Background: an optimization exercise with open tools, aiming at small area. Do not read the settings as production practice. Function was checked by simulation only, so behaviour that the tests miss may differ from the original. No driver is modelled on the clock port, so clocking that relies on it looks cheaper here than on a real chip. Power figures rest on the tool's default switching activity, not on a simulated workload.

// multi_clock_top
module multi_clock_top #(
    parameter REAL_CLK = 40,         
    parameter DEBOUNCE = 16,         
    parameter HOUR = 5,
    parameter MINUTE = 3,
    parameter SECOND = 21
)(
    input CLOCK_50,
    input [3: 0] KEY,
    input [17: 0] SW,
    output [3: 0] LEDG,
    output [6: 0] HEX0,
    output [6: 0] HEX2,
    output [6: 0] HEX3,
    output [6: 0] HEX4,
    output [6: 0] HEX5,
    output [6: 0] HEX6,
    output [6: 0] HEX7,
    output [6: 0] HEX1
);
    function [0: 0] s_fb(input [4: 0] x);
        begin
            s_fb[0] = (x[1] & x[4]) | (~x[1] & ~x[3] & ~x[4]) | (x[3] & x[4]);
        end
    endfunction
    function [0: 0] s_bk(input [4: 0] x);
        begin
            s_bk[0] = (x[0] & x[2]) | (x[0] & x[4]) | (~x[0] & ~x[2] & ~x[4]);
        end
    endfunction
    function [4: 0] s_inc(input [4: 0] x);
        s_inc = {x[3: 0], s_fb(x)};
    endfunction
    function [4: 0] s_step(input [5: 0] x);
        s_step = x[5] ? {x[3: 0], s_fb(x[4: 0])} : {s_bk(x[4: 0]), x[4: 1]};
    endfunction
    function [0: 0] s_last(input [4: 0] x);
        begin
            s_last[0] = ~((~x[4]) | (x[3]) | (x[2]) | (x[0]) | (x[1]));
        end
    endfunction
    localparam [4: 0] SEC0 = 5'd0;
    function [1: 0] m_inc(input [1: 0] x);
        begin
            m_inc[0] = ~((x[0]) | (x[1]));
            m_inc[1] = (x[0]);
        end
    endfunction
    function [2: 0] h_inc(input [2: 0] x);
        begin
            h_inc[0] = ~((x[1]) | (x[2]));
            h_inc[1] = (x[0]);
            h_inc[2] = (x[1]);
        end
  ...
Size in the first run: roughly 560 cells after synthesis, roughly 83 I/O pins, about 3900 um2 of cells after synthesis.
==> flow/config.mk <==
export PLATFORM = sky130hd
export DESIGN_NAME = multi_clock_top
export DESIGN_NICKNAME = multi_clock_top
export VERILOG_FILES = /design/flow/design.v
export SDC_FILE = /design/flow/constraint.sdc
export NUM_CORES = 4
export LEC_CHECK = 0
export CAP_MARGIN = 20
export CORE_MARGIN = 2
export CORE_UTILIZATION = 70
export SLEW_MARGIN = 20
==> flow/constraint.sdc <==
create_clock -name core_clock -period 12.0 [get_ports {CLOCK_50}]
set_input_delay 2.4000 -clock core_clock [delete_from_list [all_inputs] [get_ports {CLOCK_50}]]
set_output_delay 2.4000 -clock core_clock [all_outputs]
set_load 0.01 [all_outputs]
standard.sh (not shown) runs the stock make flow with config.mk's settings and CLKGATE_MAP_FILE= SYNTH_SCRIPT=/design/flow/synth_recipe.tcl, a recipe that flattens the netlist after the stock synthesis.
==> flow/flow/run.sh <==
#!/bin/bash
# Own layout flow, built on the standard ORFS flow (standard.sh):
#  1. the standard synthesis (standard.sh synth), unchanged;
#  2. its combinational logic re-mapped by ABC for area (resyn.tcl), registers
#     kept as they are; the result is proved equal to the standard netlist
#     (equiv.tcl) and used only if the proof passes;
#  3. the rest of the standard flow, with the port buffers made of the
#     smallest buffer cell, clock tree synthesis without dummy loads and each
#     clock buffer then sized to the smallest clkbuf that keeps the register
#     clock slew low (clock_buffers.tcl).
# Each tool writes its full output to a log of its own in this folder
# (and ORFS's steps also under orfs/logs).
set -euo pipefail
here=$(cd "$(dirname "$0")" && pwd)
work=$(pwd)
export BUFFER_PORTS_ARGS="-buffer_cell sky130_fd_sc_hd__buf_1"
export CTS_ARGS="-sink_clustering_enable -repair_clock_nets -dont_use_dummy_load -root_buf sky130_fd_sc_hd__clkbuf_4 -buf_list sky130_fd_sc_hd__clkbuf_4"
export POST_CTS_TCL="$here/clock_buffers.tcl"
# one tie cell for each constant value, not one per constant output
export SKIP_REPAIR_TIE_FANOUT=1

bash standard.sh synth > synth.log 2>&1

res="$work/orfs/results/$FLOW_PLATFORM/multi_clock_top/base"
export LIB="$FLOW_HOME/platforms/$FLOW_PLATFORM/lib/sky130_fd_sc_hd__tt_025C_1v80.lib"
export TOP="$FLOW_TOP"
export IN="$res/1_2_yosys_standard.v"
export OUT="$work/resyn.v"
export OUTDIR="$work"
export ABC_SCRIPT="$here/abc_area.script"
# the platform's don't-use cells, the multi-output adder cells (which the
# re-mapping cannot use) and the clock and delay cells are kept out
export DONT_USE=$(grep -o 'cell ("sky130_fd_sc_hd__\(lpflow_[a-z0-9_]*\|probec\?_p_8\|fa[a-z0-9_]*\|ha_[0-9]*\|clk[a-z0-9_]*\|dly[a-z0-9_]*\)")' "$LIB" | sed 's/cell ("\(.*\)")/-dont_use \1/' | tr '\n' ' ')
cp "$res/1_2_yosys.v" "$IN"
if yosys -c "$here/resyn.tcl" > resyn.log 2>&1 && yosys -c "$here/equiv.tcl" > equiv.log 2>&1; then
  cp "$OUT" "$res/1_2_yosys.v"
  rm -f "$res/1_synth.odb" "$res/1_synth.sdc"
  echo "re-mapped netlist used" > resyn_result.txt
else
  echo "re-mapping failed or not proved; standard netlist kept" > resyn_result.txt
fi

bash standard.sh > standard.log 2>&1
Other scripts of this flow, unchanged in this note and not shown: flow/flow/abc_area.script, flow/flow/clock_buffers.tcl, flow/flow/equiv.tcl, flow/flow/resyn.tcl
The first run went through all stages and came out clean.
==> next run, changes <==
--- a/flow/design.v
+++ b/flow/design.v
@@ -105,41 +105,41 @@
         begin
             seg_h[0] = (~x[0] & ~x[2]) | (x[0] & x[1]);
             seg_h[1] = (x[0] & x[2]);
             seg_h[2] = (x[1] & x[2]);
             seg_h[3] = (~x[0] & ~x[2]) | (x[0] & x[1]);
             seg_h[4] = (~x[0] & ~x[1]) | (x[0] & x[1]);
             seg_h[5] = (x[1]) | (x[2]);
             seg_h[6] = (x[0]);
         end
     endfunction
     localparam [4: 0] BLANK_S = 5'd31;
     localparam [2: 0] BLANK_H = 3'd7;
-    localparam [1: 0] G_CK = 2'd2;
+    localparam [1: 0] G_CK = 2'd3;
     localparam [1: 0] G_TS = 2'd1;
     localparam [1: 0] G_SW = 2'd0;
-    localparam [1: 0] G_AL = 2'd3;
+    localparam [1: 0] G_AL = 2'd2;
     localparam [1: 0] S_NO = 2'd0;
     localparam [1: 0] S_H = 2'd3;
-    localparam [1: 0] S_M = 2'd2;
-    localparam [1: 0] S_S = 2'd1;
+    localparam [1: 0] S_M = 2'd1;
+    localparam [1: 0] S_S = 2'd2;
     function [6: 0] seg_mode(input [3: 0] x);
         begin
-            seg_mode[0] = (~x[1] & x[2] & ~x[3]);
-            seg_mode[1] = ~((~x[2] & x[3]) | (x[0]) | (x[1]) | (x[2] & ~x[3]));
+            seg_mode[0] = (~x[0] & x[2] & ~x[3]);
+            seg_mode[1] = ~((x[2]) | (x[0]) | (x[1]));
             seg_mode[2] = (x[0] & x[1] & ~x[3]);
-            seg_mode[3] = (~x[1] & x[2] & ~x[3]) | (x[0] & x[1] & x[3]);
-            seg_mode[4] = ~((x[0] & x[1] & ~x[3]) | (~x[0] & x[3]));
-            seg_mode[5] = (x[0] & x[1]) | (~x[0] & x[2] & ~x[3]);
-            seg_mode[6] = (~x[2] & x[3]) | (~x[0] & ~x[1] & x[2] & ~x[3]) | (x[0] & x[1] & x[3]);
+            seg_mode[3] = (x[0] & x[1] & ~x[2]) | (~x[0] & x[2] & ~x[3]);
+            seg_mode[4] = ~((x[0] & x[1] & ~x[3]) | (~x[1] & x[3]));
+            seg_mode[5] = (~x[1] & x[2] & ~x[3]) | (x[0] & x[1]);
+            seg_mode[6] = (x[0] & x[1] & ~x[2]) | (~x[0] & ~x[1] & x[2]);
         end
     endfunction
     function [0: 0] db_f(input [4: 0] x);
         begin
             db_f[0] = (x[3] & x[4]) | (x[1] & x[4]) | (x[0] & x[2]) | (~x[1] & ~x[3] & ~x[4]);
         end
     endfunction
     function [4: 0] db_tap(input [4: 0] x);
         begin
             db_tap[0] = ~((~x[0] & ~x[1] & ~x[2] & ~x[3]) | (x[2] & x[3] & x[4]));
             db_tap[1] = 1'b0;
             db_tap[2] = 1'b0;
@@ -297,40 +297,40 @@
         end
         else begin
             if (SW[0]) sdiv <= {sdiv[4: 0], div_f(sdiv)};
             if (stick) begin
                 sw_s <= s_inc(sw_s);
                 if (s_last(sw_s)) begin
                     sw_m <= m_inc(sw_m);
                     if (sw_m[1]) sw_h <= h_inc(sw_h);
                 end
             end
         end
     end
-    reg [2: 0] dbl;  
+    reg [2: 0] den;  
     always @(posedge CLOCK_50) begin
-        if (top_rst) dbl <= 3'b000;
+        if (top_rst) den <= 3'b111;
         else if (tick) begin
-            dbl[0] <= (fl_s | alarming) & ~dbl[0];
-            dbl[1] <= (fl_m | alarming) & ~dbl[1];
-            dbl[2] <= (fl_h | alarming) & ~dbl[2];
+            den[0] <= (fl_s | alarming) ? ~den[0] : 1'b1;
+            den[1] <= (fl_m | alarming) ? ~den[1] : 1'b1;
+            den[2] <= (fl_h | alarming) ? ~den[2] : 1'b1;
         end
     end
     always @(*) begin
         case (grp)
             G_SW: {d_h, d_m, d_s} = {sw_h, sw_m, sw_s};
             G_AL: {d_h, d_m, d_s} = {al_h, al_m, al_s};
             default: {d_h, d_m, d_s} = {ts_h, ts_m, ts_s};
         endcase
     end
-    wire [4: 0] b_s = dbl[0] ? BLANK_S : d_s;
-    wire [1: 0] b_m = d_m | {2{dbl[1]}};
-    wire [2: 0] b_h = dbl[2] ? BLANK_H : d_h;
+    wire [4: 0] b_s = den[0] ? d_s : BLANK_S;
+    wire [1: 0] b_m = d_m | {2{~den[1]}};
+    wire [2: 0] b_h = den[2] ? d_h : BLANK_H;
     assign HEX2 = seg_su(b_s);
     assign HEX3 = seg_st(b_s);
     assign HEX4 = seg_m(b_m);
-    assign HEX5 = {1'b1, {6{dbl[1]}}};
+    assign HEX5 = {1'b1, {6{~den[1]}}};
     assign HEX6 = seg_h(b_h);
-    assign HEX7 = {1'b1, {6{dbl[2]}}};
+    assign HEX7 = {1'b1, {6{~den[2]}}};
     assign HEX0 = SW[1] ? 7'b0100011 : 7'b1111111;
     assign LEDG = {2'b00, SW[0], modified};
 endmodule
The changed run finished clean.
Global-route usage came out lower by 0.63 points.
Routed wire length goes up by about 1%.
Power is about the same.
Final area rose by about 1.2%.
Utilization climbs by 0.43 points.
Area after synthesis climbs by 0.90%.
Critical path depth came out higher by 3.
Via count is higher by 2.4%.
Final cell count rose by about 2.4%.
Setup slack gains 470 ps.

-- re-timing with driven ports --
No port has a modelled driver above. Below, the same layouts with a new extraction and two added sets of constraints. Step 1 assumes that a clkbuf_16 drives the clock port and a buf_2 every other input. Step 2 adds t to the input delays and takes it off the output delays; t is the mean of the earliest and latest rising clock arrival at the registers after step 1. Input paths then give back, and output paths get back, about the clock's delay inside the block. Slacks: no drivers / after step 1 / after step 2; pairs: no drivers / after step 1.
run	t (ns)	setup WS [ns]	worst setup path at the end
the first run	0.447	5.949 / 5.922 / 6.369	register to output
the second run	0.457	6.422 / 6.395 / 6.807	input to output
After both steps setup and hold are still met in every run listed.
